From an optimization exercise on the open Yosys and OpenROAD flow, aimed at small area and a short achievable clock period; shortcuts taken in it are not production practice.
Only simulation tests tie the RTL to the original design; equivalence was not proved.
Power is estimated from default activity; no workload was simulated.

## flow/design.v (module list and top-level ports; edited modules follow where they fit)
// module alu: 1077 lines
module alu # ( parameter WIDTH = 16, CMD_WIDTH = 4 ) (
	input clk, rst,
	input CE,
	input CIN,
	input mode,
	input [1:0] INP_INVALID,
	input [ CMD_WIDTH-1 :0] CMD,
	input [ WIDTH-1 :0] opa,
	input [ WIDTH-1 :0] opb,
	output reg ERR, OFLOW, g , l, e, cout,
	output reg [ 2 * WIDTH :0] RES
);
  // ...
==> flow/flow/run.sh <==
#!/bin/bash
# The standard layout, with the port buffers made of sky130_fd_sc_hd__buf_4
# instead of the delay cell buffer_ports picks by default.
bash standard.sh BUFFER_PORTS_ARGS="-buffer_cell sky130_fd_sc_hd__buf_4" finish > standard.log 2>&1
==> flow/standard.sh <==
#!/bin/bash
# synth_recipe.tcl (not shown) runs the flow's synth.tcl, then flattens the netlist and writes it again
# the make line also repeats each setting of config.mk as NAME=value (left out here)
make -C /OpenROAD-flow-scripts/flow DESIGN_CONFIG=/design/flow/config.mk WORK_HOME=/design/flow/orfs CLKGATE_MAP_FILE= SYNTH_SCRIPT=/design/flow/synth_recipe.tcl "${@:-finish}"
==> flow/config.mk <==
export PLATFORM = sky130hd
export DESIGN_NAME = alu
export DESIGN_NICKNAME = alu
export VERILOG_FILES = /design/flow/design.v
export SDC_FILE = /design/flow/constraint.sdc
export NUM_CORES = 4
export LEC_CHECK = 0
export CAP_MARGIN = 20
export CORE_MARGIN = 2
export CORE_UTILIZATION = 40
export GPL_TIMING_DRIVEN = 0
export SLEW_MARGIN = 20
==> flow/constraint.sdc <==
create_clock -name core_clock -period 9.0 [get_ports {clk}]
set_input_delay 1.8000 -clock core_clock [delete_from_list [all_inputs] [get_ports {clk}]]
set_output_delay 1.8000 -clock core_clock [all_outputs]
set_load 0.01 [all_outputs]
==> flow_summary_export.csv, run 1 <==
group,metric,value,unit
power_and_ir_drop,power_switching,0.3123,mW
placed_design,gp_congestion,0.9468,
clock_tree,clk_transition_reported_paths,60,ps
floorplan,die-area,0.03453,mm²
layout,largest-register,"RES",
global_route,grt_max_degree,34,
global_route,grt_pass1_vias,12004,
timing,fin_hold_ws,473.1,ps
setup_path,rrSetupSlack,8250,ps
yosys,synthTopCellsByCount,"272 x inv_1, 230 x fa_1, 169 x nand2_1",
yosys,synthTopCellsByArea,"fa_1 35%, ha_1 8.1%, inv_1 7.7%",
yosys,muxShareOfSynthArea,0.01372,
route,dr.max_layer_used,"met4",
layout,seqCellArea,975.9,µm²
clock_tree,cts_tree,"built",
placed_design,place_area,0.01420,mm²
power_and_ir_drop,leakagePower,7.345,nW
setup_path,path_max_fanout,7,
global_route,grt_antenna_before_repair,5,
layout,clkCellAreaFrac,0.008718,
layout,finalNetCount,2048,
layout,inverters,275,
floorplan,start_util,0.4065,
status,outcome,"timing/DRC/antenna clean",
floorplan,fp.dieH,185.8,µm
clock_tree,numCtsBuffers,5,
yosys,synthSimpleGateAreaFrac,0.1927,
global_route,use_met2,0.4638,
yosys,synthFlopType,"dfrtp_1",
setup_path,r2r-start,"l",
global_route,grt_overflow,0,
power_and_ir_drop,internal_power,0.4279,mW
yosys,yosysWarnings,1,
layout,multi_input_cells,1148,
layout,seq_cells,39,
power_and_ir_drop,powerClk,0.172,mW
placed_design,io_buffers,52,
clock_tree,ctsHoldBuffers,0,
floorplan,std_cell_rows,66,
setup_path,critPathLaunch,"opb[0]",
timing,hold_viol_final,0,
==> run 2: changes to the inputs <==
--- a/flow/design.v
+++ b/flow/design.v
@@ -50,21 +50,22 @@
     wire op_mul  = op_amul | op_smul;
     wire op_shq  = op_rol | op_ror | op_shla | op_shra;
     wire op_addt = op_add | op_sub | op_addc | op_subc | op_inca | op_deca |
                    op_incb | op_decb | op_sig;
     wire op_ext  = op_sub | op_subc | op_deca | op_decb | op_sig;
     wire op_lut  = op_and | op_nand | op_or | op_nor | op_xor | op_xnor | op_nota | op_notb;
     wire op_ok   = op_addt | op_cmp | op_mul | op_nop | op_lut | op_shq | op_shrb | op_shlb;
     wire op_err  = ~op_ok;
-    wire [3:0] sh   = b[3:0];
-    wire [3:0] kk   = ({4{op_rol}} & sh) | ({4{op_ror}} & (4'd0 - sh)) |
-                      ({4{op_shla}} & 4'd1) | ({4{op_shra}} & 4'd15);
-    wire [15:0] onehot = {15'd0, op_shq} << kk;
-    wire [15:0] m  = {a[15] & ~op_smul, a[14:0]};
+    wire [15:0] dec = 16'd1 << b[3:0];
+    wire [15:0] dec_r = {dec[1], dec[2], dec[3], dec[4], dec[5], dec[6], dec[7], dec[8],
+                         dec[9], dec[10], dec[11], dec[12], dec[13], dec[14], dec[15], dec[0]};
+    wire [15:0] onehot = ({16{op_rol}} & dec) | ({16{op_ror}} & dec_r) |
+                         {op_shra, 13'd0, op_shla, 1'b0};
+    wire [15:0] m  = op_smul ? {a[14:0], 1'b0} : a;
     wire [15:0] q  = ({16{op_mul}} & b) | onehot;
     wire ena  = op_add | op_sub | op_addc | op_subc | op_cmp | op_amul | op_sig | op_inca | op_deca;
     wire enb1 = op_incb | op_decb;
     wire enb2 = op_add | op_sub | op_addc | op_subc | op_cmp | op_amul | op_sig;
     wire inv  = op_sub | op_subc | op_cmp | op_subs | op_deca | op_decb;
     wire [15:0] r1 = ({16{ena}} & a) | ({16{enb1}} & b);
     wire [15:0] r2 = ({16{enb2}} & b) ^ {16{inv}};
     wire cin = op_sub | op_cmp | op_subs | op_amul | op_inca | op_incb |
@@ -399,24 +400,24 @@
   wire s71 = pp0_11 ^ pp10_1 ^ pp11_0;
   wire c72 = (pp0_11 & pp10_1) | (pp0_11 & pp11_0) | (pp10_1 & pp11_0);
   wire s73 = pp1_10 ^ pp2_9 ^ pp3_8;
   wire c74 = (pp1_10 & pp2_9) | (pp1_10 & pp3_8) | (pp2_9 & pp3_8);
   wire s75 = pp4_7 ^ pp5_6 ^ pp6_5;
   wire c76 = (pp4_7 & pp5_6) | (pp4_7 & pp6_5) | (pp5_6 & pp6_5);
   wire s77 = pp7_4 ^ pp8_3 ^ pp9_2;
   wire c78 = (pp7_4 & pp8_3) | (pp7_4 & pp9_2) | (pp8_3 & pp9_2);
-  wire s79 = c2 ^ pp12_0 ^ pp1_11;
-  wire c80 = (c2 & pp12_0) | (c2 & pp1_11) | (pp12_0 & pp1_11);
-  wire s81 = pp2_10 ^ pp3_9 ^ pp4_8;
-  wire c82 = (pp2_10 & pp3_9) | (pp2_10 & pp4_8) | (pp3_9 & pp4_8);
-  wire s83 = pp5_7 ^ pp6_6 ^ pp7_5;
-  wire c84 = (pp5_7 & pp6_6) | (pp5_7 & pp7_5) | (pp6_6 & pp7_5);
-  wire s85 = pp8_4 ^ pp9_3 ^ s5;
-  wire c86 = (pp8_4 & pp9_3) | (pp8_4 & s5) | (pp9_3 & s5);
+  wire s79 = pp12_0 ^ pp1_11 ^ pp2_10;
+  wire c80 = (pp12_0 & pp1_11) | (pp12_0 & pp2_10) | (pp1_11 & pp2_10);
+  wire s81 = pp3_9 ^ pp4_8 ^ pp5_7;
+  wire c82 = (pp3_9 & pp4_8) | (pp3_9 & pp5_7) | (pp4_8 & pp5_7);
+  wire s83 = pp6_6 ^ pp7_5 ^ pp8_4;
+  wire c84 = (pp6_6 & pp7_5) | (pp6_6 & pp8_4) | (pp7_5 & pp8_4);
+  wire s85 = pp9_3 ^ c2 ^ s5;
+  wire c86 = (pp9_3 & c2) | (pp9_3 & s5) | (c2 & s5);
   wire s87 = pp2_11 ^ pp3_10 ^ pp4_9;
   wire c88 = (pp2_11 & pp3_10) | (pp2_11 & pp4_9) | (pp3_10 & pp4_9);
   wire s89 = pp5_8 ^ pp6_7 ^ pp7_6;
   wire c90 = (pp5_8 & pp6_7) | (pp5_8 & pp7_6) | (pp6_7 & pp7_6);
   wire s91 = pp8_5 ^ pp9_4 ^ c6;
   wire c92 = (pp8_5 & pp9_4) | (pp8_5 & c6) | (pp9_4 & c6);
   wire s93 = s11 ^ c4 ^ s7;
   wire c94 = (s11 & c4) | (s11 & s7) | (c4 & s7);
@@ -501,36 +502,36 @@
   wire s173 = pp4_2 ^ pp5_1;
   wire c174 = pp4_2 & pp5_1;
   wire s175 = pp0_7 ^ pp1_6 ^ pp2_5;
   wire c176 = (pp0_7 & pp1_6) | (pp0_7 & pp2_5) | (pp1_6 & pp2_5);
   wire s177 = pp3_4 ^ pp4_3 ^ pp5_2;
   wire c178 = (pp3_4 & pp4_3) | (pp3_4 & pp5_2) | (pp4_3 & pp5_2);
   wire s179 = pp6_1 ^ pp7_0 ^ s51;
   wire c180 = (pp6_1 & pp7_0) | (pp6_1 & s51) | (pp7_0 & s51);
-  wire s181 = c52 ^ pp3_5 ^ pp4_4;
-  wire c182 = (c52 & pp3_5) | (c52 & pp4_4) | (pp3_5 & pp4_4);
-  wire s183 = pp5_3 ^ pp6_2 ^ pp7_1;
-  wire c184 = (pp5_3 & pp6_2) | (pp5_3 & pp7_1) | (pp6_2 & pp7_1);
-  wire s185 = pp8_0 ^ s55 ^ s53;
-  wire c186 = (pp8_0 & s55) | (pp8_0 & s53) | (s55 & s53);
+  wire s181 = pp3_5 ^ pp4_4 ^ pp5_3;
+  wire c182 = (pp3_5 & pp4_4) | (pp3_5 & pp5_3) | (pp4_4 & pp5_3);
+  wire s183 = pp6_2 ^ pp7_1 ^ pp8_0;
+  wire c184 = (pp6_2 & pp7_1) | (pp6_2 & pp8_0) | (pp7_1 & pp8_0);
+  wire s185 = c52 ^ s55 ^ s53;
+  wire c186 = (c52 & s55) | (c52 & s53) | (s55 & s53);
   wire s187 = pp6_3 ^ pp7_2 ^ pp8_1;
   wire c188 = (pp6_3 & pp7_2) | (pp6_3 & pp8_1) | (pp7_2 & pp8_1);
   wire s189 = pp9_0 ^ c56 ^ s61;
   wire c190 = (pp9_0 & c56) | (pp9_0 & s61) | (c56 & s61);
   wire s191 = c54 ^ s57 ^ s59;
   wire c192 = (c54 & s57) | (c54 & s59) | (s57 & s59);
   wire s193 = pp8_2 ^ pp9_1 ^ c62;
   wire c194 = (pp8_2 & pp9_1) | (pp8_2 & c62) | (pp9_1 & c62);
   wire s195 = s69 ^ c58 ^ c60;
   wire c196 = (s69 & c58) | (s69 & c60) | (c58 & c60);
   wire s197 = s63 ^ s65 ^ s67;
   wire c198 = (s63 & s65) | (s63 & s67) | (s65 & s67);
-  wire s199 = s1 ^ c70 ^ c64;
-  wire c200 = (s1 & c70) | (s1 & c64) | (c70 & c64);
+  wire s199 = c70 ^ s1 ^ c64;
+  wire c200 = (c70 & s1) | (c70 & c64) | (s1 & c64);
   wire s201 = c66 ^ c68 ^ s71;
   wire c202 = (c66 & c68) | (c66 & s71) | (c68 & s71);
   wire s203 = s73 ^ s75 ^ s77;
   wire c204 = (s73 & s75) | (s73 & s77) | (s75 & s77);
   wire s205 = c72 ^ c74 ^ c76;
   wire c206 = (c72 & c74) | (c72 & c76) | (c74 & c76);
   wire s207 = c78 ^ s3 ^ s79;
   wire c208 = (c78 & s3) | (c78 & s79) | (s3 & s79);
@@ -545,24 +546,24 @@
   wire s217 = c88 ^ c90 ^ s17;
   wire c218 = (c88 & c90) | (c88 & s17) | (c90 & s17);
   wire s219 = s95 ^ s97 ^ c92;
   wire c220 = (s95 & s97) | (s95 & c92) | (s97 & c92);
   wire s221 = c94 ^ s99 ^ s101;
   wire c222 = (c94 & s99) | (c94 & s101) | (s99 & s101);
   wire s223 = c96 ^ c98 ^ s103;
   wire c224 = (c96 & c98) | (c96 & s103) | (c98 & s103);
-  wire s225 = s27 ^ c100 ^ s105;
-  wire c226 = (s27 & c100) | (s27 & s105) | (c100 & s105);
+  wire s225 = s27 ^ s105 ^ c100;
+  wire c226 = (s27 & s105) | (s27 & c100) | (s105 & c100);
   wire s227 = c102 ^ s107 ^ s109;
   wire c228 = (c102 & s107) | (c102 & s109) | (s107 & s109);
   wire s229 = c104 ^ s111 ^ s35;
   wire c230 = (c104 & s111) | (c104 & s35) | (s111 & s35);
-  wire s231 = c106 ^ c108 ^ s113;
-  wire c232 = (c106 & c108) | (c106 & s113) | (c108 & s113);
+  wire s231 = c106 ^ s113 ^ c108;
+  wire c232 = (c106 & s113) | (c106 & c108) | (s113 & c108);
   wire s233 = c110 ^ s115 ^ s117;
   wire c234 = (c110 & s115) | (c110 & s117) | (s115 & s117);
   wire s235 = c112 ^ s119 ^ s121;
   wire c236 = (c112 & s119) | (c112 & s121) | (s119 & s121);
   wire s237 = s41 ^ c114 ^ c116;
   wire c238 = (s41 & c114) | (s41 & c116) | (c114 & c116);
   wire s239 = c118 ^ s123 ^ s125;
   wire c240 = (c118 & s123) | (c118 & s125) | (s123 & s125);
@@ -571,18 +572,18 @@
   wire s243 = s129 ^ s45 ^ s131;
   wire c244 = (s129 & s45) | (s129 & s131) | (s45 & s131);
   wire s245 = c124 ^ c126 ^ s133;
   wire c246 = (c124 & c126) | (c124 & s133) | (c126 & s133);
   wire s247 = c128 ^ c130 ^ c46;
   wire c248 = (c128 & c130) | (c128 & c46) | (c130 & c46);
   wire s249 = s135 ^ s137 ^ s139;
   wire c250 = (s135 & s137) | (s135 & s139) | (s137 & s139);
-  wire s251 = c132 ^ c134 ^ s141;
-  wire c252 = (c132 & c134) | (c132 & s141) | (c134 & s141);
+  wire s251 = c132 ^ s141 ^ c134;
+  wire c252 = (c132 & s141) | (c132 & c134) | (s141 & c134);
   wire s253 = c50 ^ s149 ^ c136;
   wire c254 = (c50 & s149) | (c50 & c136) | (s149 & c136);
   wire s255 = c138 ^ c140 ^ s143;
   wire c256 = (c138 & c140) | (c138 & s143) | (c140 & s143);
   wire s257 = s145 ^ s147 ^ c142;
   wire c258 = (s145 & s147) | (s145 & c142) | (s147 & c142);
   wire s259 = pp8_13 ^ pp9_12 ^ c150;
   wire c260 = (pp8_13 & pp9_12) | (pp8_13 & c150) | (pp9_12 & c150);
@@ -619,32 +620,32 @@
   wire s291 = r1[3] ^ r2[3] ^ pp0_3;
   wire c292 = (r1[3] & r2[3]) | (r1[3] & pp0_3) | (r2[3] & pp0_3);
   wire s293 = pp1_2 ^ pp2_1;
   wire c294 = pp1_2 & pp2_1;
   wire s295 = pp0_4 ^ pp1_3 ^ pp2_2;
   wire c296 = (pp0_4 & pp1_3) | (pp0_4 & pp2_2) | (pp1_3 & pp2_2);
   wire s297 = pp3_1 ^ pp4_0 ^ s163;
   wire c298 = (pp3_1 & pp4_0) | (pp3_1 & s163) | (pp4_0 & s163);
-  wire s299 = c164 ^ pp3_2 ^ pp4_1;
-  wire c300 = (c164 & pp3_2) | (c164 & pp4_1) | (pp3_2 & pp4_1);
-  wire s301 = pp5_0 ^ s167 ^ s165;
-  wire c302 = (pp5_0 & s167) | (pp5_0 & s165) | (s167 & s165);
+  wire s299 = pp3_2 ^ pp4_1 ^ pp5_0;
+  wire c300 = (pp3_2 & pp4_1) | (pp3_2 & pp5_0) | (pp4_1 & pp5_0);
+  wire s301 = c164 ^ s167 ^ s165;
+  wire c302 = (c164 & s167) | (c164 & s165) | (s167 & s165);
   wire s303 = pp6_0 ^ c168 ^ s173;
   wire c304 = (pp6_0 & c168) | (pp6_0 & s173) | (c168 & s173);
   wire s305 = c166 ^ s169 ^ s171;
   wire c306 = (c166 & s169) | (c166 & s171) | (s169 & s171);
   wire s307 = c174 ^ c170 ^ c172;
   wire c308 = (c174 & c170) | (c174 & c172) | (c170 & c172);
   wire s309 = s175 ^ s177 ^ s179;
   wire c310 = (s175 & s177) | (s175 & s179) | (s177 & s179);
-  wire s311 = c176 ^ c178 ^ c180;
-  wire c312 = (c176 & c178) | (c176 & c180) | (c178 & c180);
-  wire s313 = s181 ^ s183 ^ s185;
-  wire c314 = (s181 & s183) | (s181 & s185) | (s183 & s185);
+  wire s311 = c176 ^ c178 ^ s181;
+  wire c312 = (c176 & c178) | (c176 & s181) | (c178 & s181);
+  wire s313 = s183 ^ c180 ^ s185;
+  wire c314 = (s183 & c180) | (s183 & s185) | (c180 & s185);
   wire s315 = c182 ^ c184 ^ s187;
   wire c316 = (c182 & c184) | (c182 & s187) | (c184 & s187);
   wire s317 = s189 ^ c186 ^ s191;
   wire c318 = (s189 & c186) | (s189 & s191) | (c186 & s191);
   wire s319 = c188 ^ s193 ^ c190;
   wire c320 = (c188 & s193) | (c188 & c190) | (s193 & c190);
   wire s321 = c192 ^ s195 ^ s197;
   wire c322 = (c192 & s195) | (c192 & s197) | (s195 & s197);
@@ -659,48 +660,48 @@
   wire s331 = c206 ^ c208 ^ s211;
   wire c332 = (c206 & c208) | (c206 & s211) | (c208 & s211);
   wire s333 = s213 ^ c210 ^ s215;
   wire c334 = (s213 & c210) | (s213 & s215) | (c210 & s215);
   wire s335 = c212 ^ c214 ^ s217;
   wire c336 = (c212 & c214) | (c212 & s217) | (c214 & s217);
   wire s337 = s219 ^ c216 ^ s221;
   wire c338 = (s219 & c216) | (s219 & s221) | (c216 & s221);
-  wire s339 = c218 ^ c220 ^ s223;
-  wire c340 = (c218 & c220) | (c218 & s223) | (c220 & s223);
+  wire s339 = c218 ^ s223 ^ c220;
+  wire c340 = (c218 & s223) | (c218 & c220) | (s223 & c220);
   wire s341 = s225 ^ c222 ^ s227;
   wire c342 = (s225 & c222) | (s225 & s227) | (c222 & s227);
   wire s343 = c224 ^ s229 ^ c226;
   wire c344 = (c224 & s229) | (c224 & c226) | (s229 & c226);
   wire s345 = s231 ^ c228 ^ s233;
   wire c346 = (s231 & c228) | (s231 & s233) | (c228 & s233);
   wire s347 = c230 ^ s235 ^ c232;
   wire c348 = (c230 & s235) | (c230 & c232) | (s235 & c232);
   wire s349 = s237 ^ c234 ^ s239;
   wire c350 = (s237 & c234) | (s237 & s239) | (c234 & s239);
-  wire s351 = c236 ^ s241 ^ c238;
-  wire c352 = (c236 & s241) | (c236 & c238) | (s241 & c238);
-  wire s353 = s243 ^ c240 ^ s245;
-  wire c354 = (s243 & c240) | (s243 & s245) | (c240 & s245);
+  wire s351 = c236 ^ s241 ^ s243;
+  wire c352 = (c236 & s241) | (c236 & s243) | (s241 & s243);
+  wire s353 = c238 ^ c240 ^ s245;
+  wire c354 = (c238 & c240) | (c238 & s245) | (c240 & s245);
   wire s355 = c242 ^ s247 ^ s249;
   wire c356 = (c242 & s247) | (c242 & s249) | (s247 & s249);
-  wire s357 = c244 ^ c246 ^ s251;
-  wire c358 = (c244 & c246) | (c244 & s251) | (c246 & s251);
+  wire s357 = c244 ^ s251 ^ c246;
+  wire c358 = (c244 & s251) | (c244 & c246) | (s251 & c246);
   wire s359 = c248 ^ c250 ^ s253;
   wire c360 = (c248 & c250) | (c248 & s253) | (c250 & s253);
-  wire s361 = s255 ^ c252 ^ s257;
-  wire c362 = (s255 & c252) | (s255 & s257) | (c252 & s257);
+  wire s361 = s255 ^ s257 ^ c252;
+  wire c362 = (s255 & s257) | (s255 & c252) | (s257 & c252);
   wire s363 = s259 ^ c254 ^ c256;
   wire c364 = (s259 & c254) | (s259 & c256) | (c254 & c256);
   wire s365 = s261 ^ s263 ^ c258;
   wire c366 = (s261 & s263) | (s261 & c258) | (s263 & c258);
-  wire s367 = s265 ^ c260 ^ c262;
-  wire c368 = (s265 & c260) | (s265 & c262) | (c260 & c262);
-  wire s369 = s267 ^ c264 ^ s269;
-  wire c370 = (s267 & c264) | (s267 & s269) | (c264 & s269);
+  wire s367 = s265 ^ c260 ^ s267;
+  wire c368 = (s265 & c260) | (s265 & s267) | (c260 & s267);
+  wire s369 = c262 ^ c264 ^ s269;
+  wire c370 = (c262 & c264) | (c262 & s269) | (c264 & s269);
   wire s371 = c266 ^ s271 ^ s273;
   wire c372 = (c266 & s271) | (c266 & s273) | (s271 & s273);
   wire s373 = c268 ^ c270 ^ s275;
   wire c374 = (c268 & c270) | (c268 & s275) | (c270 & s275);
   wire s375 = c272 ^ c274 ^ s277;
   wire c376 = (c272 & c274) | (c272 & s277) | (c274 & s277);
   wire s377 = s279 ^ s281 ^ c276;
   wire c378 = (s279 & s281) | (s279 & c276) | (s281 & c276);
@@ -719,28 +720,28 @@
   wire s391 = pp13_15 ^ pp14_14;
   wire c392 = pp13_15 & pp14_14;
   wire s393 = cin ^ r1[0];
   wire c394 = cin & r1[0];
   wire s395 = r1[1] ^ r2[1] ^ pp0_1;
   wire c396 = (r1[1] & r2[1]) | (r1[1] & pp0_1) | (r2[1] & pp0_1);
   wire s397 = pp0_2 ^ pp1_1 ^ pp2_0;
   wire c398 = (pp0_2 & pp1_1) | (pp0_2 & pp2_0) | (pp1_1 & pp2_0);
-  wire s399 = c290 ^ pp3_0 ^ s293;
-  wire c400 = (c290 & pp3_0) | (c290 & s293) | (pp3_0 & s293);
+  wire s399 = pp3_0 ^ c290 ^ s293;
+  wire c400 = (pp3_0 & c290) | (pp3_0 & s293) | (c290 & s293);
   wire s401 = c294 ^ c292 ^ s295;
   wire c402 = (c294 & c292) | (c294 & s295) | (c292 & s295);
-  wire s403 = c296 ^ c298 ^ s299;
-  wire c404 = (c296 & c298) | (c296 & s299) | (c298 & s299);
+  wire s403 = c296 ^ s299 ^ c298;
+  wire c404 = (c296 & s299) | (c296 & c298) | (s299 & c298);
   wire s405 = c300 ^ s303 ^ c302;
   wire c406 = (c300 & s303) | (c300 & c302) | (s303 & c302);
   wire s407 = c304 ^ c306 ^ s307;
   wire c408 = (c304 & c306) | (c304 & s307) | (c306 & s307);
-  wire s409 = c308 ^ c310 ^ s311;
-  wire c410 = (c308 & c310) | (c308 & s311) | (c310 & s311);
+  wire s409 = c308 ^ s311 ^ c310;
+  wire c410 = (c308 & s311) | (c308 & c310) | (s311 & c310);
   wire s411 = c312 ^ s315 ^ c314;
   wire c412 = (c312 & s315) | (c312 & c314) | (s315 & c314);
   wire s413 = c316 ^ s319 ^ c318;
   wire c414 = (c316 & s319) | (c316 & c318) | (s319 & c318);
   wire s415 = c320 ^ c322 ^ s323;
   wire c416 = (c320 & c322) | (c320 & s323) | (c322 & s323);
   wire s417 = c324 ^ c326 ^ s327;
   wire c418 = (c324 & c326) | (c324 & s327) | (c326 & s327);
@@ -749,98 +750,98 @@
   wire s421 = c332 ^ s335 ^ c334;
   wire c422 = (c332 & s335) | (c332 & c334) | (s335 & c334);
   wire s423 = c336 ^ s339 ^ c338;
   wire c424 = (c336 & s339) | (c336 & c338) | (s339 & c338);
   wire s425 = c340 ^ s343 ^ c342;
   wire c426 = (c340 & s343) | (c340 & c342) | (s343 & c342);
   wire s427 = c344 ^ s347 ^ c346;
   wire c428 = (c344 & s347) | (c344 & c346) | (s347 & c346);
-  wire s429 = c348 ^ s351 ^ c350;
-  wire c430 = (c348 & s351) | (c348 & c350) | (s351 & c350);
+  wire s429 = s351 ^ c348 ^ s353;
+  wire c430 = (s351 & c348) | (s351 & s353) | (c348 & s353);
   wire s431 = s355 ^ c352 ^ c354;
   wire c432 = (s355 & c352) | (s355 & c354) | (c352 & c354);
-  wire s433 = c356 ^ s359 ^ c358;
-  wire c434 = (c356 & s359) | (c356 & c358) | (s359 & c358);
-  wire s435 = c360 ^ s363 ^ c362;
-  wire c436 = (c360 & s363) | (c360 & c362) | (s363 & c362);
-  wire s437 = c364 ^ s367 ^ c366;
-  wire c438 = (c364 & s367) | (c364 & c366) | (s367 & c366);
+  wire s433 = c356 ^ s359 ^ s361;
+  wire c434 = (c356 & s359) | (c356 & s361) | (s359 & s361);
+  wire s435 = c360 ^ s363 ^ s365;
+  wire c436 = (c360 & s363) | (c360 & s365) | (s363 & s365);
+  wire s437 = s367 ^ c364 ^ s369;
+  wire c438 = (s367 & c364) | (s367 & s369) | (c364 & s369);
   wire s439 = s371 ^ c368 ^ c370;
   wire c440 = (s371 & c368) | (s371 & c370) | (c368 & c370);
-  wire s441 = c372 ^ s375 ^ c374;
-  wire c442 = (c372 & s375) | (c372 & c374) | (s375 & c374);
+  wire s441 = c372 ^ s375 ^ s377;
+  wire c442 = (c372 & s375) | (c372 & s377) | (s375 & s377);
   wire s443 = c376 ^ s379 ^ s381;
   wire c444 = (c376 & s379) | (c376 & s381) | (s379 & s381);
   wire s445 = s383 ^ c380 ^ c382;
   wire c446 = (s383 & c380) | (s383 & c382) | (c380 & c382);
   wire s447 = c384 ^ s387 ^ s389;
   wire c448 = (c384 & s387) | (c384 & s389) | (s387 & s389);
   wire s449 = pp15_13 ^ s391 ^ c388;
   wire c450 = (pp15_13 & s391) | (pp15_13 & c388) | (s391 & c388);
   wire s451 = pp14_15 ^ pp15_14;
   wire c452 = pp14_15 & pp15_14;
   wire s453 = r2[0] ^ pp0_0;
   wire c454 = r2[0] & pp0_0;
-  wire s455 = c394 ^ pp1_0 ^ s395;
-  wire c456 = (c394 & pp1_0) | (c394 & s395) | (pp1_0 & s395);
+  wire s455 = pp1_0 ^ c394 ^ s395;
+  wire c456 = (pp1_0 & c394) | (pp1_0 & s395) | (c394 & s395);
   wire s457 = s289 ^ c396 ^ s397;
   wire c458 = (s289 & c396) | (s289 & s397) | (c396 & s397);
   wire s459 = c398 ^ s291 ^ s399;
   wire c460 = (c398 & s291) | (c398 & s399) | (s291 & s399);
   wire s461 = s297 ^ c400 ^ s401;
   wire c462 = (s297 & c400) | (s297 & s401) | (c400 & s401);
   wire s463 = c402 ^ s301 ^ s403;
   wire c464 = (c402 & s301) | (c402 & s403) | (s301 & s403);
-  wire s465 = c404 ^ s305 ^ s405;
-  wire c466 = (c404 & s305) | (c404 & s405) | (s305 & s405);
+  wire s465 = s305 ^ c404 ^ s405;
+  wire c466 = (s305 & c404) | (s305 & s405) | (c404 & s405);
   wire s467 = s309 ^ c406 ^ s407;
   wire c468 = (s309 & c406) | (s309 & s407) | (c406 & s407);
-  wire s469 = c408 ^ s409 ^ s313;
-  wire c470 = (c408 & s409) | (c408 & s313) | (s409 & s313);
-  wire s471 = c410 ^ s317 ^ s411;
-  wire c472 = (c410 & s317) | (c410 & s411) | (s317 & s411);
+  wire s469 = c408 ^ s313 ^ s409;
+  wire c470 = (c408 & s313) | (c408 & s409) | (s313 & s409);
+  wire s471 = s317 ^ c410 ^ s411;
+  wire c472 = (s317 & c410) | (s317 & s411) | (c410 & s411);
   wire s473 = s321 ^ c412 ^ s413;
   wire c474 = (s321 & c412) | (s321 & s413) | (c412 & s413);
   wire s475 = s325 ^ c414 ^ s415;
   wire c476 = (s325 & c414) | (s325 & s415) | (c414 & s415);
-  wire s477 = c416 ^ s329 ^ s417;
-  wire c478 = (c416 & s329) | (c416 & s417) | (s329 & s417);
+  wire s477 = s329 ^ c416 ^ s417;
+  wire c478 = (s329 & c416) | (s329 & s417) | (c416 & s417);
   wire s479 = c418 ^ s333 ^ s419;
   wire c480 = (c418 & s333) | (c418 & s419) | (s333 & s419);
   wire s481 = s337 ^ c420 ^ s421;
   wire c482 = (s337 & c420) | (s337 & s421) | (c420 & s421);
   wire s483 = s341 ^ c422 ^ s423;
   wire c484 = (s341 & c422) | (s341 & s423) | (c422 & s423);
   wire s485 = s345 ^ c424 ^ s425;
   wire c486 = (s345 & c424) | (s345 & s425) | (c424 & s425);
   wire s487 = s349 ^ c426 ^ s427;
   wire c488 = (s349 & c426) | (s349 & s427) | (c426 & s427);
-  wire s489 = s353 ^ c428 ^ s429;
-  wire c490 = (s353 & c428) | (s353 & s429) | (c428 & s429);
+  wire s489 = c350 ^ c428 ^ s429;
+  wire c490 = (c350 & c428) | (c350 & s429) | (c428 & s429);
   wire s491 = s357 ^ c430 ^ s431;
   wire c492 = (s357 & c430) | (s357 & s431) | (c430 & s431);
-  wire s493 = s361 ^ c432 ^ s433;
-  wire c494 = (s361 & c432) | (s361 & s433) | (c432 & s433);
-  wire s495 = s365 ^ c434 ^ s435;
-  wire c496 = (s365 & c434) | (s365 & s435) | (c434 & s435);
-  wire s497 = s369 ^ c436 ^ s437;
-  wire c498 = (s369 & c436) | (s369 & s437) | (c436 & s437);
-  wire s499 = s373 ^ c438 ^ s439;
-  wire c500 = (s373 & c438) | (s373 & s439) | (c438 & s439);
-  wire s501 = s377 ^ c440 ^ s441;
-  wire c502 = (s377 & c440) | (s377 & s441) | (c440 & s441);
+  wire s493 = c358 ^ s433 ^ c432;
+  wire c494 = (c358 & s433) | (c358 & c432) | (s433 & c432);
+  wire s495 = c362 ^ s435 ^ c434;
+  wire c496 = (c362 & s435) | (c362 & c434) | (s435 & c434);
+  wire s497 = c366 ^ s437 ^ c436;
+  wire c498 = (c366 & s437) | (c366 & c436) | (s437 & c436);
+  wire s499 = s373 ^ s439 ^ c438;
+  wire c500 = (s373 & s439) | (s373 & c438) | (s439 & c438);
+  wire s501 = c374 ^ s441 ^ c440;
+  wire c502 = (c374 & s441) | (c374 & c440) | (s441 & c440);
   wire s503 = c378 ^ s443 ^ c442;
   wire c504 = (c378 & s443) | (c378 & c442) | (s443 & c442);
   wire s505 = s385 ^ c444 ^ s445;
   wire c506 = (s385 & c444) | (s385 & s445) | (c444 & s445);
   wire s507 = c386 ^ s447 ^ c446;
   wire c508 = (c386 & s447) | (c386 & c446) | (s447 & c446);
-  wire s509 = c390 ^ c448 ^ s449;
-  wire c510 = (c390 & c448) | (c390 & s449) | (c448 & s449);
+  wire s509 = c390 ^ s449 ^ c448;
+  wire c510 = (c390 & s449) | (c390 & c448) | (s449 & c448);
   wire s511 = c392 ^ s451 ^ c450;
   wire c512 = (c392 & s451) | (c392 & c450) | (s451 & c450);
   wire s513 = pp15_15 ^ c452;
   wire c514 = pp15_15 & c452;
   wire [32:0] fa_x = {1'b0, c514, c512, c510, c508, c506, c504, c502, c500, c498, c496, c494, c492, c490, c488, c486, c484, c482, c480, c478, c476, c474, c472, c470, c468, c466, c464, c462, c460, c458, c456, c454, s453};
   wire [32:0] fa_y = {1'b0, 1'b0, s513, s511, s509, s507, s505, s503, s501, s499, s497, s495, s493, s491, s489, s487, s485, s483, s481, s479, s477, s475, s473, s471, s469, s467, s465, s463, s461, s459, s457, s455, s393};
   wire [32:0] gg0 = fa_x & fa_y;
   wire [32:0] pp0 = fa_x ^ fa_y;
@@ -1034,40 +1035,39 @@
   assign p[25] = pp0[25] ^ g659;
   assign p[26] = pp0[26] ^ g661;
   assign p[27] = pp0[27] ^ g663;
   assign p[28] = pp0[28] ^ g665;
   assign p[29] = pp0[29] ^ g667;
   assign p[30] = pp0[30] ^ g669;
   assign p[31] = pp0[31] ^ g671;
   assign p[32] = pp0[32] ^ g673;
-    wire [15:0] zt = {r1[14:0] | r2[14:0], cin};
-    wire z = &(~(r1 ^ r2 ^ zt));
-    wire kinv = op_sub | op_subc | op_deca | op_decb | (op_sig & (r1[15] ^ r2[15]));
-    wire hb   = p[16] ^ kinv;         
+    wire z = ~|p[15:0];
+    wire kinv = op_sub | op_subc | op_cmp | op_deca | op_decb | (op_sig & (r1[15] ^ r2[15]));
+    wire hb   = p[16] ^ kinv;
     wire t00 = op_nand | op_nor | op_xnor | op_nota | op_notb;
     wire t01 = op_nand | op_or  | op_xor  | op_nota;
     wire t10 = op_nand | op_or  | op_xor  | op_notb;
     wire t11 = op_and  | op_or  | op_xnor;
     wire [15:0] lut = ({16{t00}} & ~a & ~b) | ({16{t01}} & ~a & b) |
                       ({16{t10}} & a & ~b) | ({16{t11}} & a & b);
-    wire sel_p  = op_addt | op_amul | op_rol | op_ror | op_shla;
+    wire sel_p  = op_addt | op_mul;
+    wire sel_lo = sel_p | op_rol | op_ror | op_shla;
     wire sel_hi = op_rol | op_ror | op_shra;
-    wire [15:0] res_lo = ({16{sel_p}} & p[15:0]) | ({16{op_smul}} & {p[14:0], 1'b0}) |
-                         ({16{sel_hi}} & p[31:16]) | lut |
+    wire [15:0] res_lo = ({16{sel_lo}} & p[15:0]) | ({16{sel_hi}} & p[31:16]) | lut |
                          ({16{op_shlb}} & {b[14:0], 1'b0}) | ({16{op_shrb}} & {1'b0, b[15:1]});
-    wire res_16 = (op_amul & p[16]) | (op_smul & p[15]) | (op_addt & hb);
-    wire [15:0] res_hi = ({16{op_amul}} & p[32:17]) | ({16{op_smul}} & p[31:16]) |
-                         {16{op_ext & hb}};
+    wire res_16 = (op_mul & p[16]) | (op_addt & hb);
+    wire [15:0] res_hi = ({16{op_mul}} & p[32:17]) | {16{op_ext & hb}};
     wire [32:0] res_n = {res_hi, res_16, res_lo};
+    wire op_fl   = op_cmp | op_sig;
     wire cout_n  = op_addt & hb;
     wire oflow_n = ((op_addc | op_subc | op_inca | op_incb) & hb) | (op_sig & (hb ^ p[15]));
-    wire g_n     = (op_cmp & p[16] & ~z) | (op_sig & ~hb & ~z);
-    wire l_n     = (op_cmp & ~p[16]) | (op_sig & hb);
-    wire e_n     = (op_cmp & z) | (op_sig & z & ~hb);
+    wire g_n     = op_fl & ~hb & ~z;
+    wire l_n     = op_fl & hb;
+    wire e_n     = op_fl & ~hb & z;
     wire err_n   = op_err | ((op_rol | op_ror) & (|b[15:4]));
     always @(posedge clk or posedge rst) begin
         if (rst) begin
             RES <= 33'd0;
             {g, l, e, ERR, cout, OFLOW} <= 6'b0;
         end else if (CE) begin
             RES <= res_n;
             if (!op_nop)
==> flow/flow/run.sh (replaced) <==
#!/bin/bash
# The standard layout (the standard.sh, all of its steps), with two changes:
#  - synthesis: Yosys's synth command also gets -noabc, so its quick generic
#    ABC pass does not rewrite the full adders before extract_fa maps them (that
#    pass leaves an inverter between most pairs of adder cells).  The rest of
#    the synthesis script is synth_recipe.tcl unchanged (-nofsm -noshare,
#    flatten, renames), and ORFS's own ABC mapping still runs afterwards.
#  - placement: buffer_ports uses sky130_fd_sc_hd__buf_1 for the port buffers
#    instead of the delay cell it picks by default; every input and output port
#    still gets its own buffer.
# The make output is kept in standard.log.
set -euo pipefail
{
  echo 'proc synth {args} { yosys synth -nofsm -noshare -noabc {*}$args }'
  tail -n +2 synth_recipe.tcl
} > synth_noabc.tcl
bash standard.sh SYNTH_SCRIPT="$PWD/synth_noabc.tcl" \
  BUFFER_PORTS_ARGS="-buffer_cell sky130_fd_sc_hd__buf_1" finish > standard.log 2>&1
==> run 2 against run 1 <==
Net effect:
- count of clock-buffer cells in the layout decreased by 2
- via count decreased by 14%
- highest routed layer unchanged
- critical path type unchanged
- synthesized area decreased by 14%
- cell area decreased by 18%
- final cell count decreased by 21%
- critical path depth decreased by 4
- flip-flop and latch count unchanged
- core utilization decreased by 1.8 points
- die area decreased by 14%
==> flow_summary_export.csv, run 2 <==
group,metric,value,unit
timing,fin_setup_tns,0,ps
power_and_ir_drop,irDropWorstVdd,0.07142,mV
setup_path,cp_num_buf_inv,4,
clock_tree,clk_transition_reported_paths,60,ps
floorplan,top_level_ports,82,
placed_design,gp_congestion,0.9933,
setup_path,critical_path_required,9150,ps
placed_design,place_area,0.01212,mm²
timing,slew_violations,0,
layout,largest-register,"RES",
setup_path,slowest_delay,550,ps
layout,drive_gt1_frac,0.1330,
yosys,synthTopCellsByCount,"321 x nor2_1, 231 x fa_1, 63 x nand2_1",
timing,timing.final.crit_share,0.9794,
setup_path,crit_slowest_cell,"fa_2",
floorplan,die-width,172.2,µm
clock_tree,cts_sinks,39,
global_route,grt_pass1_wl,63640,µm
layout,fillCellCount,2679,
clock_tree,clock_latency,280,ps
layout,most-common-layout-cells,"320 x nor2_1, 230 x fa_1, 78 x buf_1, 63 x nand2_1, 61 x ha_1",
yosys,yosysMostFrequentCell,"nor2_1",
layout,layout_commonest_cell,"nor2_1",
yosys,netlist_area,0.01132,mm²
yosys,yosysWarnings,1,
power_and_ir_drop,combPwrFrac,0.466,
placed_design,io_buffers,78,
yosys,ys_types,75,
layout,finalNetCount,1651,
layout,final_area,0.01302,mm²
clock_tree,clk_path_buf_depth,2,
yosys,synthFlopType,"dfrtp_1",
setup_path,r2r-start,"RES[15]",
floorplan,std_cell_rows,61,
power_and_ir_drop,p_seq_frac,0.281,
clock_tree,numCtsBuffers,5,
global_route,grt_pass1_vias,10781,
global_route,grt_antenna_before_repair,0,
status,outcome,"timing/DRC/antenna clean",
yosys,synthArstFlopShare,1.000,
clock_tree,ctsHoldBuffers,0,
layout,area_growth,15.04,%
yosys,synth_top_area_frac,0.4085,
route,drcViolationCount,0,
timing,hold_viol_final,0,
setup_path,path_class,"in2reg",
power_and_ir_drop,leakagePower,6.343,nW
layout,diodes,0,
timing,max_freq,113.4,MHz
min_path,min_path_type,"reg2reg",
global_route,grt_max_degree,33,
route,drtIter0Drc,1052,
timing,fin_hold_ws,485.7,ps
power_and_ir_drop,switching_share,0.4232,
route,dr.pass1.iters,5,
setup_path,cpMostUsedCell,"fa_1",
floorplan,core-area,0.02786,mm²
clock_tree,cts_root_buf,"clkbuf_16",
setup_path,crit_path_start_kind,"input port",
route,wl_per_cell,24.54,µm
global_route,grt_overflow,0,
setup_path,critPathLaunch,"CMD[0]",
floorplan,die-area,0.02966,mm²
yosys,synth_fp_nets,1541,
power_and_ir_drop,internal_power,0.4058,mW
timing,maxSlewHeadroom,0.2883,
power_and_ir_drop,power.share.clock,0.253,
power_and_ir_drop,p_per_area,54.03,mW/mm²
min_path,hp-start,"l",
yosys,synthTopCellsByArea,"fa_1 41%, nor2_1 11%, dfrtp_1 8.6%",
setup_path,worstSetupEndpointType,"register",
floorplan,start_util,0.4063,
setup_path,crit_family,"adder cells",
timing,skew,0,ps
power_and_ir_drop,power_switching,0.2978,mW
floorplan,fp.dieH,172.2,µm
setup_path,rrSetupSlack,7910,ps
clock_tree,cts_tree,"built",
timing,worstMarginPinSlew,1059,ps
clock_tree,htreeDepth,2,
yosys,avgSynthCellArea,9.394,µm²
run,drv_cap,0,
timing,period_needed,8815,ps
layout,largest_reg_flops,33,
setup_path,path_max_fanout,10,
placed_design,place_hpwl,33470,µm
yosys,ys_ff_latch,39,
global_route,track_usage,0.2897,
route,ant_nets,0,
route,avgViaCountPerCell,6.012,
yosys,synth_top_area_cell,"fa_1",
yosys,synth-seq-area-share,0.08622,
timing,setup-violations-final,0,
route,num_vias,10185,
yosys,synth-edff-count,0,
route,wl,41570,µm
setup_path,cp.arrival,8970,ps
yosys,syn_inst,1205,
## run 2: cell count changes after synthesis, sizes merged, moves of 15 or more
cell / previous run / this run
a21oi: 68 / 53
and2: 163 / 4
buf: 36 / 19
ha: 86 / 62
inv: 275 / 15
nand2: 169 / 64
nor2: 82 / 321
xor2: 40 / 6
## run 2: layout make-up
cell class / instances / area, µm² / area share
buffer: 76 / 411.6 / 0.03161
clock buffer: 5 / 125.1 / 0.009608
clock inverter: 3 / 23.77 / 0.001826
inverter: 15 / 56.30 / 0.004324
multi-input combinational: 1073 / 10430 / 0.8006
sequential: 39 / 975.9 / 0.07494
tap: 378 / 473.0 / 0.03632
timing repair buffer: 105 / 530.5 / 0.04074
## run 2: path summary, 6_finish.rpt
check | endpoint | depth (start not counted)
setup / recovery | RES[22] | 25
hold / removal | l | 1
setup reg to reg | RES[15] | 3
hold reg to reg | l | 1
max in group asynchronous | RES[5] | 3
min in group asynchronous | RES[28] | 2
## run 2: stage by stage
stage	instances	total power [mW]	utilization	setup slack [ps]
after floorplan	1205	0.3763	-	192.9
after global placement	1661	0.4903	0.4338	-1840
after detailed placement	1663	0.4915	0.4350	-1911
after CTS	1676	0.6893	0.4538	6.312
after global routing	1694	0.7358	0.4675	-14.31
final	1694	0.7036	0.4675	185.4
## run 2: cell families (layout without fill, tap and decap cells)
logic type | Yosys count | count (layout) | synth area share
compound gates | 228 | 228 | 0.1460
xor+xnor | 35 | 35 | 0.02774
fa+ha+maj | 293 | 293 | 0.4771
flops | 39 | 39 | 0.08622
mux | 36 | 36 | 0.04742
simple gates | 481 | 481 | 0.1818
buf+inv | 93 | 204 | 0.03371
## run 2: worst register-to-register path: stages, from the launching register on
cell and delay, ps:
dfrtp_1 380, nor2_1 200, nor4b_1 90, a211o_1 320
## run 2: what timing repair did
action                                  CTS  global route
cloned                                    0             1
endpoints found under the setup margin   38            36
pin swaps                                 3            10
buffers inserted                          6            18
hold endpoints to repair                  0             0
resized for setup                        82            72
## run 2: power by group through the flow
stage          registers [mW]  clock network [mW]  logic (mW)
3_3_place_gp            0.201                   0       0.289
3_5_place_dp            0.201                   0       0.291
5_1_grt                 0.199               0.189       0.348
2_1_floorplan           0.205                   0       0.172
4_1_cts                 0.198               0.181       0.310
6_report                0.198               0.178       0.328
## run 2: metal layers
layer	vias to the layer above	routed length [µm]	track usage
li1	4372	-	-
met1	5201	17000	0.3886
met2	513	19350	0.4584
met3	99	3684	0.06798
met4	0	1537	0.1081
met5	-	0	0
==> run 3: changes to the inputs <==
--- a/flow/config.mk
+++ b/flow/config.mk
@@ -5,6 +5,7 @@
 export SDC_FILE = /design/flow/constraint.sdc
 export NUM_CORES = 4
 export LEC_CHECK = 0
+export ABC_AREA = 1
 export CAP_MARGIN = 20
 export CORE_MARGIN = 2
 export CORE_UTILIZATION = 40
==> run 3 against run 2 <==
Net effect:
- fmax up 2.0%
- synthesized cell count rose by 28%
- hold slack barely moved
- clock power up 28%
- register-to-register slack better by 390 ps
- critical path type unchanged
- critical endpoint is now RES[20]
- highest routed layer unchanged
==> flow_summary_export.csv, run 3 <==
group,metric,value,unit
timing,slew_violations,0,
route,wl_per_cell,20.95,µm
floorplan,core-area,0.02948,mm²
run,drv_cap,0,
layout,most-common-layout-cells,"394 x nor2_1, 262 x nand2_1, 230 x fa_1, 120 x inv_1, 83 x nand3_1",
route,drcViolationCount,0,
setup_path,crit_slowest_cell,"fa_2",
clock_tree,cts_tree,"built",
floorplan,die-width,176.6,µm
setup_path,worstSetupEndpointType,"register",
global_route,grt_overflow,0,
route,ant_nets,0,
timing,maxSlewHeadroom,0.3665,
placed_design,place_hpwl,34840,µm
yosys,synthTopCellsByCount,"396 x nor2_1, 263 x nand2_1, 231 x fa_1",
floorplan,fp.dieH,176.6,µm
layout,final_area,0.01328,mm²
global_route,grt_max_degree,34,
setup_path,crit_family,"adder cells",
layout,largest-register,"RES",
setup_path,critical_path_required,9170,ps
min_path,min_path_type,"reg2reg",
yosys,syn_inst,1538,
clock_tree,cts_sinks,39,
route,dr.pass1.iters,5,
global_route,grt_antenna_before_repair,0,
layout,fillCellCount,3024,
power_and_ir_drop,total_power,0.7550,mW
layout,layout_commonest_cell,"nor2_1",
power_and_ir_drop,p_per_area,56.86,mW/mm²
yosys,synth-seq-area-share,0.08189,
status,outcome,"timing/DRC/antenna clean",
timing,skew,0,ps
route,wl,42620,µm
yosys,avgSynthCellArea,7.749,µm²
yosys,synth_fp_nets,1874,
layout,finalNetCount,1980,
floorplan,std_cell_rows,63,
yosys,ys_ff_latch,39,
yosys,yosysMostFrequentCell,"nor2_1",
setup_path,slowest_delay,630,ps
clock_tree,clk_transition_reported_paths,60,ps
setup_path,cpMostUsedCell,"fa_1",
clock_tree,htreeDepth,2,
yosys,synth-edff-count,0,
setup_path,path_class,"in2reg",
yosys,yosysWarnings,1,
clock_tree,numCtsBuffers,5,
layout,area_growth,11.41,%
yosys,synthArstFlopShare,1.000,
timing,setup-violations-final,0,
clock_tree,clock_latency,280,ps
placed_design,gp_congestion,0.9688,
route,num_vias,11371,
timing,timing.final.crit_share,0.9599,
global_route,use_met3,0.03308,
global_route,grt_pass1_wl,66000,µm
global_route,grt_pass1_vias,11553,
placed_design,place_area,0.01272,mm²
timing,hold_viol_final,0,
setup_path,cp.arrival,8810,ps
timing,rsz0062_at_grt,"no",
layout,largest_reg_flops,33,
setup_path,path_max_fanout,10,
setup_path,crit_path_start_kind,"input port",
power_and_ir_drop,leakagePower,7.236,nW
route,drtIter0Drc,978,
power_and_ir_drop,irDropWorstVdd,0.08199,mV
clock_tree,clk_path_buf_depth,2,
placed_design,io_buffers,79,
timing,max_freq,115.7,MHz
yosys,synth_top_area_cell,"fa_1",
timing,worstMarginPinSlew,946.8,ps
floorplan,top_level_ports,82,
floorplan,die-area,0.03119,mm²
yosys,synthFlopType,"dfrtp_1",
yosys,synthTopCellsByArea,"fa_1 39%, nor2_1 12%, nand2_1 8.3%",
global_route,use_met2,0.4554,
route,avgViaCountPerCell,5.588,
layout,diodes,0,
yosys,netlist_area,0.01192,mm²
global_route,track_usage,0.2779,
floorplan,start_util,0.4043,
yosys,synth_top_area_frac,0.3880,
global_route,met1_usage,0.3806,
clock_tree,cts_root_buf,"clkbuf_16",
timing,period_needed,8639,ps
yosys,ys_types,52,
global_route,busiest_layer,"met2",
layout,drive_gt1_frac,0.09848,
setup_path,cp_num_buf_inv,9,
-- run 3: cell types whose count changed in the layout (fill, tap and decap cells not counted), sizes merged, moves of 27 or more --
cell    previous run  this run
nand2             64       275
clkbuf            58        26
inv               16       124
nor2             321       400
nand3             15        86
a21oi             53        94
xnor2             29         2
-- run 3: path summary, 6_finish.rpt --
check,from,to,slack [ps],cells past startpoint
max,CMD[2],RES[20],360,32
min,g,g,490,2
max reg2reg,RES[3],RES[3],8300,2
min reg2reg,g,g,490,2
max in group asynchronous,rst,RES[11],7170,3
min in group asynchronous,rst,RES[24],1400,2
-- run 3: metrics by stage --
stage	cells	setup slack, ps	TNS [ps]	util	hold WS, ps
final	2035	360.6	0	0.4504	486.0
after global routing	2035	83.52	0	0.4504	510.0
after CTS	2018	4.023	0	0.4403	489.0
after detailed placement	2008	-808.9	-16640	0.4315	467.7
after global placement	2007	-813.3	-16860	0.4309	469.2
after floorplan	1538	1016	0	-	515.5
-- run 3: timing repair --
action | in CTS | in global routing
gates resized for setup | 12 | 44
setup endpoints to repair | 24 | 24
setup buffers | 2 | 17
hold buffers | 0 | 0
pin swaps | 1 | 8
-- run 3: layout make-up --
cell class | instances | area [µm²] | area share
repair buffers | 99 | 466.7 | 0.03515
flip-flops and latches | 39 | 975.9 | 0.07350
well taps | 390 | 488.0 | 0.03675
clock inverters | 2 | 60.06 | 0.004523
clock buffers | 6 | 128.9 | 0.009706
plain buffers | 63 | 420.4 | 0.03166
multi-input cells | 1310 | 10250 | 0.7723
inverters | 126 | 483.0 | 0.03637
-- run 3: layer usage --
metal  part of all wire  routed length, µm
met1               0.42              17940
met2               0.48              20290
met3              0.060               2537
met4              0.044               1855
met5                  0                  0
-- run 3: logic make-up (layout without fill, tap and decap cells) --
group | after synthesis | after routing | synth area share
AND/OR/NAND/NOR | 802 | 802 | 0.2782
XOR/XNOR | 19 | 19 | 0.01396
buffers and inverters | 189 | 296 | 0.07286
flip-flops | 39 | 39 | 0.08189
AO/OA/AOI/OAI | 196 | 196 | 0.09995
adder cells (fa/ha/maj) | 293 | 293 | 0.4531
-- run 3: power breakdown --
group | leakage (nW) | internal, mW | switching (mW)
sequential | 0.481 | 0.190 | 0.0103
clock | 0.0911 | 0.159 | 0.0681
combinational | 6.66 | 0.102 | 0.226
total | 7.24 | 0.451 | 0.304
-- run 3: worst min-delay path, stage by stage, from the launching register on --
cell and delay [ps]:
dfrtp_1 350, nand2_1 50, nand2_1 50
==> run 4: changes to the inputs <==
--- a/flow/config.mk
+++ b/flow/config.mk
@@ -9,5 +9,4 @@
 export CAP_MARGIN = 20
 export CORE_MARGIN = 2
 export CORE_UTILIZATION = 40
-export GPL_TIMING_DRIVEN = 0
 export SLEW_MARGIN = 20
==> run 4 against run 3 <==
Net effect:
- still clean on timing, DRC and antenna
- fmax is 3.7% higher
- synthesized area stayed put
- cell area is 2.8% lower
- hold slack better by 4.1 ps
- combinational power is 6.7% lower
- register-to-register slack hardly changed
- synthesized cell count stayed put
- clock skew stayed put
- via count is 1.2% lower
- final cell count is 1.2% lower
- largest cell class unchanged
- largest power group unchanged
==> flow_summary_export.csv, run 4 <==
group,metric,value,unit
setup_path,r2r_end,"RES[6]",
run,drv_cap,0,
layout,area_growth,8.305,%
power_and_ir_drop,leakagePower,7.092,nW
clock_tree,cts_sinks,39,
yosys,synthArstFlopShare,1.000,
global_route,busiest_layer,"met2",
placed_design,io_buffers,81,
timing,slew_violations,0,
yosys,synth_top_area_frac,0.3880,
placed_design,place_hpwl,33760,µm
clock_tree,numCtsBuffers,5,
clock_tree,ctsResizeCount,0,
floorplan,top_level_ports,82,
yosys,synth-seq-area-share,0.08189,
timing,timing.final.crit_share,0.9260,
floorplan,fp.dieH,176.6,µm
yosys,synthSimpleGateAreaFrac,0.2782,
yosys,ys_ff_latch,39,
clock_tree,postCtsSetupRepairBufs,0,
timing,rsz0062_at_grt,"no",
yosys,synthTopCellsByArea,"fa_1 39%, nor2_1 12%, nand2_1 8.3%",
setup_path,path_max_fanout,11,
layout,layout_commonest_cell,"nor2_1",
route,drtIter0Drc,1003,
placed_design,place_area,0.01274,mm²
global_route,grt_pass1_vias,11466,
clock_tree,htreeDepth,2,
global_route,met1_usage,0.3614,
clock_tree,clk_path_buf_depth,2,
layout,largest_reg_flops,33,
setup_path,rrSetupSlack,8300,ps
global_route,track_usage,0.2752,
route,wl,41740,µm
timing,maxSlewHeadroom,0.4122,
global_route,grt_antenna_before_repair,2,
yosys,syn_inst,1538,
min_path,min_path_cells,2,
yosys,synth_fp_nets,1874,
power_and_ir_drop,irDropWorstVdd,0.07915,mV
setup_path,r2r_cells,2,
yosys,synth_top_area_cell,"fa_1",
route,dr.pass1.iters,5,
global_route,use_met3,0.03651,
setup_path,r2r-start,"RES[6]",
layout,finalNetCount,1954,
global_route,use_met2,0.4642,
yosys,yosysWarnings,1,
layout,drive_gt1_frac,0.07227,
setup_path,crit_slowest_cell,"fa_1",
yosys,synth-edff-count,0,
layout,final_area,0.01291,mm²
setup_path,path_class,"in2reg",
timing,fin_setup_tns,0,ps
route,drcViolationCount,0,
setup_path,crit_path_start_kind,"input port",
clock_tree,cts_root_buf,"clkbuf_16",
timing,period_needed,8334,ps
yosys,ys_types,52,
clock_tree,clk_transition_reported_paths,60,ps
min_path,min_to,"e",
status,outcome,"timing/DRC/antenna clean",
yosys,avgSynthCellArea,7.749,µm²
clock_tree,cts_tree,"built",
yosys,netlist_area,0.01192,mm²
timing,hold_viol_final,0,
floorplan,std_cell_rows,63,
yosys,synth_top_family_by_area,"adder cells",
min_path,min_path_type,"reg2reg",
clock_tree,ctsHoldBuffers,0,
clock_tree,clock_latency,280,ps
timing,setup-violations-final,0,
yosys,synth-compound-area-share,0.09995,
yosys,synthXorXnorAreaFrac,0.01396,
global_route,grt_max_degree,52,
setup_path,slowest_delay,590,ps
route,num_vias,11235,
floorplan,die-area,0.03119,mm²
floorplan,die-width,176.6,µm
power_and_ir_drop,p_per_area,54.71,mW/mm²
yosys,yosys.area_share.adder,0.4531,
layout,most-common-layout-cells,"396 x nor2_1, 263 x nand2_1, 231 x fa_1, 121 x inv_1, 83 x nand3_1",
setup_path,worstSetupEndpointType,"register",
route,ant_nets,0,
setup_path,cpMostUsedCell,"nand2_1",
timing,max_freq,120.0,MHz
global_route,grt_overflow,0,
setup_path,cp_num_buf_inv,5,
placed_design,gp_congestion,0.9634,
yosys,muxShareOfSynthArea,0,
timing,skew,0,ps
yosys,synthFlopType,"dfrtp_1",
setup_path,cp.arrival,8550,ps
floorplan,core-area,0.02948,mm²
yosys,synthTopCellsByCount,"396 x nor2_1, 263 x nand2_1, 231 x fa_1",
route,wl_per_cell,20.77,µm
global_route,grt_pass1_wl,65460,µm
layout,final_core_util,0.4378,
setup_path,crit_family,"adder cells",
timing,worstMarginPinSlew,878.5,ps
floorplan,start_util,0.4043,
min_path,hp-start,"e",
yosys,yosysMostFrequentCell,"nor2_1",
setup_path,critical_path_required,9220,ps
layout,largest-register,"RES",
route,avgViaCountPerCell,5.590,
run 4: cell counts after synthesis:
No cell type changed its count.
run 4: layer usage:
metal  up-vias  routed length, µm
met5         -                  8
met4         2               1853
met3       112               2840
met2       450              20120
met1      5616              16920
li1       5055                  -
run 4: worst max-delay path by stage:
stage	from	end	slack, ps	depth (start not counted)
after detailed placement	opb[2]	RES[22]	450	27
after global placement	opb[2]	RES[15]	450	27
after floorplan	CMD[3]	RES[19]	1020	32
final	opb[2]	RES[15]	670	29
after CTS	opb[2]	RES[22]	730	27
after global routing	opb[2]	RES[27]	280	27
run 4: area by class of cell:
cell class,count,area [µm²]
Antenna cell,1,2.502
Timing Repair Buffer,136,718.2
Clock inverter,3,43.79
Inverter,126,475.5
Clock buffer,5,125.1
Fill cell,3025,16570
Multi-Input combinational cell,1310,10080
Tap cell,390,488.0
Sequential cell,39,975.9
run 4: worst reg2reg max path, stage by stage (launching register included):
cell     delay, ps
dfrtp_1        400
nor2_1         100
a21oi_1         60
run 4: power by group:
group / switching [mW] / leakage [nW] / internal [mW]
combinational: 0.212 / 6.53 / 0.0928
clock: 0.0697 / 0.0838 / 0.131
sequential: 0.0105 / 0.481 / 0.190
run 4: cells by family (layout without fill, tap and decap cells):
kind of cell             after synthesis  in the layout
AO/OA/AOI/OAI                        196            196
XOR/XNOR                              19             19
adder cells (fa/ha/maj)              293            293
buffers and inverters                189            270
flip-flops                            39             39
other                                  0              1
AND/OR/NAND/NOR                      802            802
run 4: stage by stage:
stage | total power, mW | hold WS (ps) | cells | setup WS (ps)
after floorplan | 0.3908 | 515.5 | 1538 | 1016
after global placement | 0.5028 | 466.2 | 2001 | 451.7
after detailed placement | 0.5039 | 479.3 | 2001 | 452.6
after CTS | 0.7048 | 494.5 | 2009 | 733.7
after global routing | 0.7468 | 512.8 | 2009 | 281.5
final | 0.7062 | 490.2 | 2010 | 666.1
==> run 5: changes to the inputs <==
--- a/flow/config.mk
+++ b/flow/config.mk
@@ -5,7 +5,6 @@
 export SDC_FILE = /design/flow/constraint.sdc
 export NUM_CORES = 4
 export LEC_CHECK = 0
-export ABC_AREA = 1
 export CAP_MARGIN = 20
 export CORE_MARGIN = 2
 export CORE_UTILIZATION = 40
==> run 5 against run 4 <==
Net effect:
- still clean on timing, DRC and antenna
- setup slack got worse by 330 ps
- routed wire length shrank 7.1%
- hold slack worse by 8.3 ps
- sequential power about the same
- first-iteration DRC count grew 3.3%
- clock skew unchanged
- synthesized area down 5.0%
- fmax is 3.9% lower
==> flow_summary_export.csv, run 5 <==
group,metric,value,unit
status,outcome,"timing/DRC/antenna clean",
power_and_ir_drop,combPwrFrac,0.451,
yosys,ys_types,75,
global_route,grt_antenna_before_repair,1,
route,wl,38770,µm
power_and_ir_drop,p_seq_frac,0.291,
global_route,grt_pass1_vias,10352,
setup_path,critical_path_required,9160,ps
route,avgViaCountPerCell,5.998,
clock_tree,cts_root_buf,"clkbuf_16",
timing,timing.final.crit_share,0.9631,
layout,finalNetCount,1637,
yosys,syn_inst,1205,
timing,fin_setup_tns,0,ps
layout,fillCellCount,2732,
clock_tree,cts_tree,"built",
timing,slew_violations,0,
yosys,synthFlopType,"dfrtp_1",
clock_tree,postCtsSetupRepairBufs,0,
layout,drive_gt1_frac,0.1083,
yosys,synth_fp_nets,1541,
clock_tree,htreeDepth,2,
layout,largest_reg_flops,33,
power_and_ir_drop,internal_power,0.4016,mW
timing,rsz0062_at_grt,"no",
power_and_ir_drop,p_per_area,53.59,mW/mm²
yosys,synth-edff-count,0,
floorplan,die-area,0.02966,mm²
route,dr.pass1.iters,8,
setup_path,path_max_fanout,16,
route,num_vias,10082,
min_path,min_path_type,"reg2reg",
floorplan,std_cell_rows,61,
yosys,synth_top_area_cell,"fa_1",
power_and_ir_drop,leakagePower,6.309,nW
floorplan,die-width,172.2,µm
layout,final_cells,1681,
yosys,synth-seq-area-share,0.08622,
route,ant_nets,0,
timing,period_needed,8668,ps
layout,layout_commonest_cell,"nor2_1",
floorplan,start_util,0.4063,
power_and_ir_drop,switching_share,0.4100,
floorplan,fp.dieH,172.2,µm
clock_tree,clk_transition_reported_paths,60,ps
timing,setup-violations-final,0,
yosys,yosysMostFrequentCell,"nor2_1",
route,drtIter0Drc,1036,
yosys,netlist_area,0.01132,mm²
power_and_ir_drop,power.share.clock,0.258,
layout,area_growth,12.22,%
global_route,track_usage,0.2700,
timing,max_freq,115.4,MHz
placed_design,gp_congestion,0.9489,
yosys,ys_ff_latch,39,
setup_path,crit_path_start_kind,"input port",
yosys,synth_top_area_frac,0.4085,
clock_tree,cts_sinks,39,
clock_tree,numCtsBuffers,5,
floorplan,top_level_ports,82,
power_and_ir_drop,irDropWorstVdd,0.08091,mV
global_route,grt_max_degree,48,
placed_design,dp.cells,1672,
timing,maxSlewHeadroom,0.2485,
setup_path,worstSetupEndpointType,"register",
timing,skew,0,ps
global_route,grt_overflow,0,
route,drcViolationCount,0,
floorplan,core-area,0.02786,mm²
clock_tree,clk_path_buf_depth,2,
global_route,grt_pass1_wl,59950,µm
timing,worstMarginPinSlew,1127,ps
clock_tree,clock_latency,280,ps
run,drv_cap,0,
yosys,avgSynthCellArea,9.394,µm²
setup_path,cp.arrival,8830,ps
route,wl_per_cell,23.06,µm
layout,largest-register,"RES",
placed_design,io_buffers,81,
timing,hold_viol_final,0,
power_and_ir_drop,power_switching,0.2792,mW
yosys,synthArstFlopShare,1.000,
layout,most-common-layout-cells,"321 x nor2_1, 231 x fa_1, 80 x buf_1, 78 x buf_4, 63 x nand2_1",
setup_path,path_class,"in2reg",
placed_design,place_hpwl,30810,µm
yosys,synthTopCellsByCount,"321 x nor2_1, 231 x fa_1, 63 x nand2_1",
yosys,yosysWarnings,1,
yosys,synthTopCellsByArea,"fa_1 41%, nor2_1 11%, dfrtp_1 8.6%",
run 5: cell count changes after synthesis, moves of 14 or more:
cell,before,now
nand2_1,263,63
inv_1,121,15
nor2_1,396,321
nand3_1,83,15
clkbuf_1,10,59
xnor2_1,2,28
a21oi_1,75,53
mux2i_1,0,21
a21oi_2,19,0
a22o_1,0,17
buf_4,17,1
o22ai_1,25,10
mux4_2,0,14
run 5: final cells by class:
cell class                      instances  area [µm²]  share of cell area
Antenna cell                            1       2.502           0.0001970
Clock buffer                            5       125.1            0.009849
Clock inverter                          3       23.77            0.001871
Inverter                               15       56.30            0.004432
Multi-Input combinational cell       1073        9996              0.7869
Sequential cell                        39       975.9             0.07682
Tap cell                              378       473.0             0.03723
Timing Repair Buffer                  167        1051             0.08273
run 5: kinds of logic after synthesis:
kind of cell,synth area share
xor+xnor,0.02774
buf+inv,0.03371
mux,0.04742
flops,0.08622
fa+ha+maj,0.4771
simple gates,0.1818
compound gates,0.1460
run 5: power by group through the flow:
stage | sequential, mW | combinational, mW | clock (mW)
after global routing | 0.199 | 0.330 | 0.189
after CTS | 0.198 | 0.300 | 0.180
after global placement | 0.201 | 0.297 | 0
after floorplan | 0.205 | 0.172 | 0
final | 0.198 | 0.307 | 0.175
after detailed placement | 0.201 | 0.298 | 0
run 5: metal layers:
layer / vias up / GRT usage / part of all wire
met2: 503 / 0.4486 / 0.48
li1: 4338 / - / -
met4: 4 / 0.06613 / 0.026
met5: - / 0 / 0.0014
met3: 86 / 0.06180 / 0.091
met1: 5151 / 0.3590 / 0.40
run 5: worst paths after layout:
path                                end      startpoint  slack, ps  cells after the start
worst max register to register  RES[15]         RES[15]       7900                      3
max in group asynchronous       RES[10]             rst       7050                      3
min in group asynchronous       RES[31]             rst       1610                      3
worst max-delay path            RES[29]  INP_INVALID[0]        330                     25
worst min register to register     cout            cout        480                      2
worst min-delay path               cout            cout        480                      2
run 5: stage by stage:
stage | hold WS (ps) | total power, mW | area [µm²] | setup slack [ps] | util
after detailed placement | 468.9 | 0.4997 | 12530 | -40.01 | 0.4497
after global routing | 521.0 | 0.7181 | 12700 | 22.25 | 0.4559
final | 481.8 | 0.6808 | 12700 | 332.1 | 0.4560
after CTS | 483.4 | 0.6791 | 12680 | 228.7 | 0.4551
after global placement | 470.2 | 0.4982 | 12520 | 70.99 | 0.4496
after floorplan | 516.8 | 0.3763 | 11320 | 192.9 | -
run 5: repair_timing:
action,CTS,global route
resized for setup,0,4
hold buffers,0,0
setup endpoints to repair,0,21
run 5: critical path, cell delays in order:
cell      delay, ps
buf_1           260
nand3_1         150
or2_1           280
or3_1           450
nor3_1          230
a21oi_1         100
buf_12          180
nor2_1          170
fa_1            490
fa_1            500
fa_1            400
fa_1            530
fa_1            430
ha_1            310
nand2_1          80
a211oi_2        310
a21oi_1         150
o21a_1          220
o21ai_0         210
fa_1            580
xnor2_2         310
o221ai_2        140
buf_4           220
nor4_1          250
nor3_1           80

## port drivers added, routing unchanged
No port has a modelled driver above. Below, the same layouts with a new extraction and two added sets of constraints. Step 1, drivers: a clkbuf_16 drives clk and a buf_2 each remaining input, both assumed. Step 2 adds t to the input delays and takes it off the output delays; t is the mean of the earliest and latest rising clock arrival at the registers after step 1. Input paths then give back, and output paths get back, about the clock's delay inside the block. Slacks: ideal / step 1 / step 2; pairs: ideal / step 1.
run	t (ns)	slack for setup (ns)	slew at the worst register clock pin (ns)
run 1	0.315	0.099 / 0.089 / -0.225	0.06 / 0.06
run 2	0.314	0.185 / 0.192 / -0.122	0.06 / 0.06
run 3	0.308	0.361 / 0.371 / 0.063	0.06 / 0.06
run 4	0.313	0.666 / 0.671 / 0.358	0.06 / 0.06
run 5	0.312	0.332 / 0.343 / 0.031	0.06 / 0.06
With both steps, setup timing fails in run 1 and run 2, where it was met with ideal ports. For run 1, which loses most, drivers alone change the setup slack by -0.010 ns; drivers and shift together by -0.324 ns.
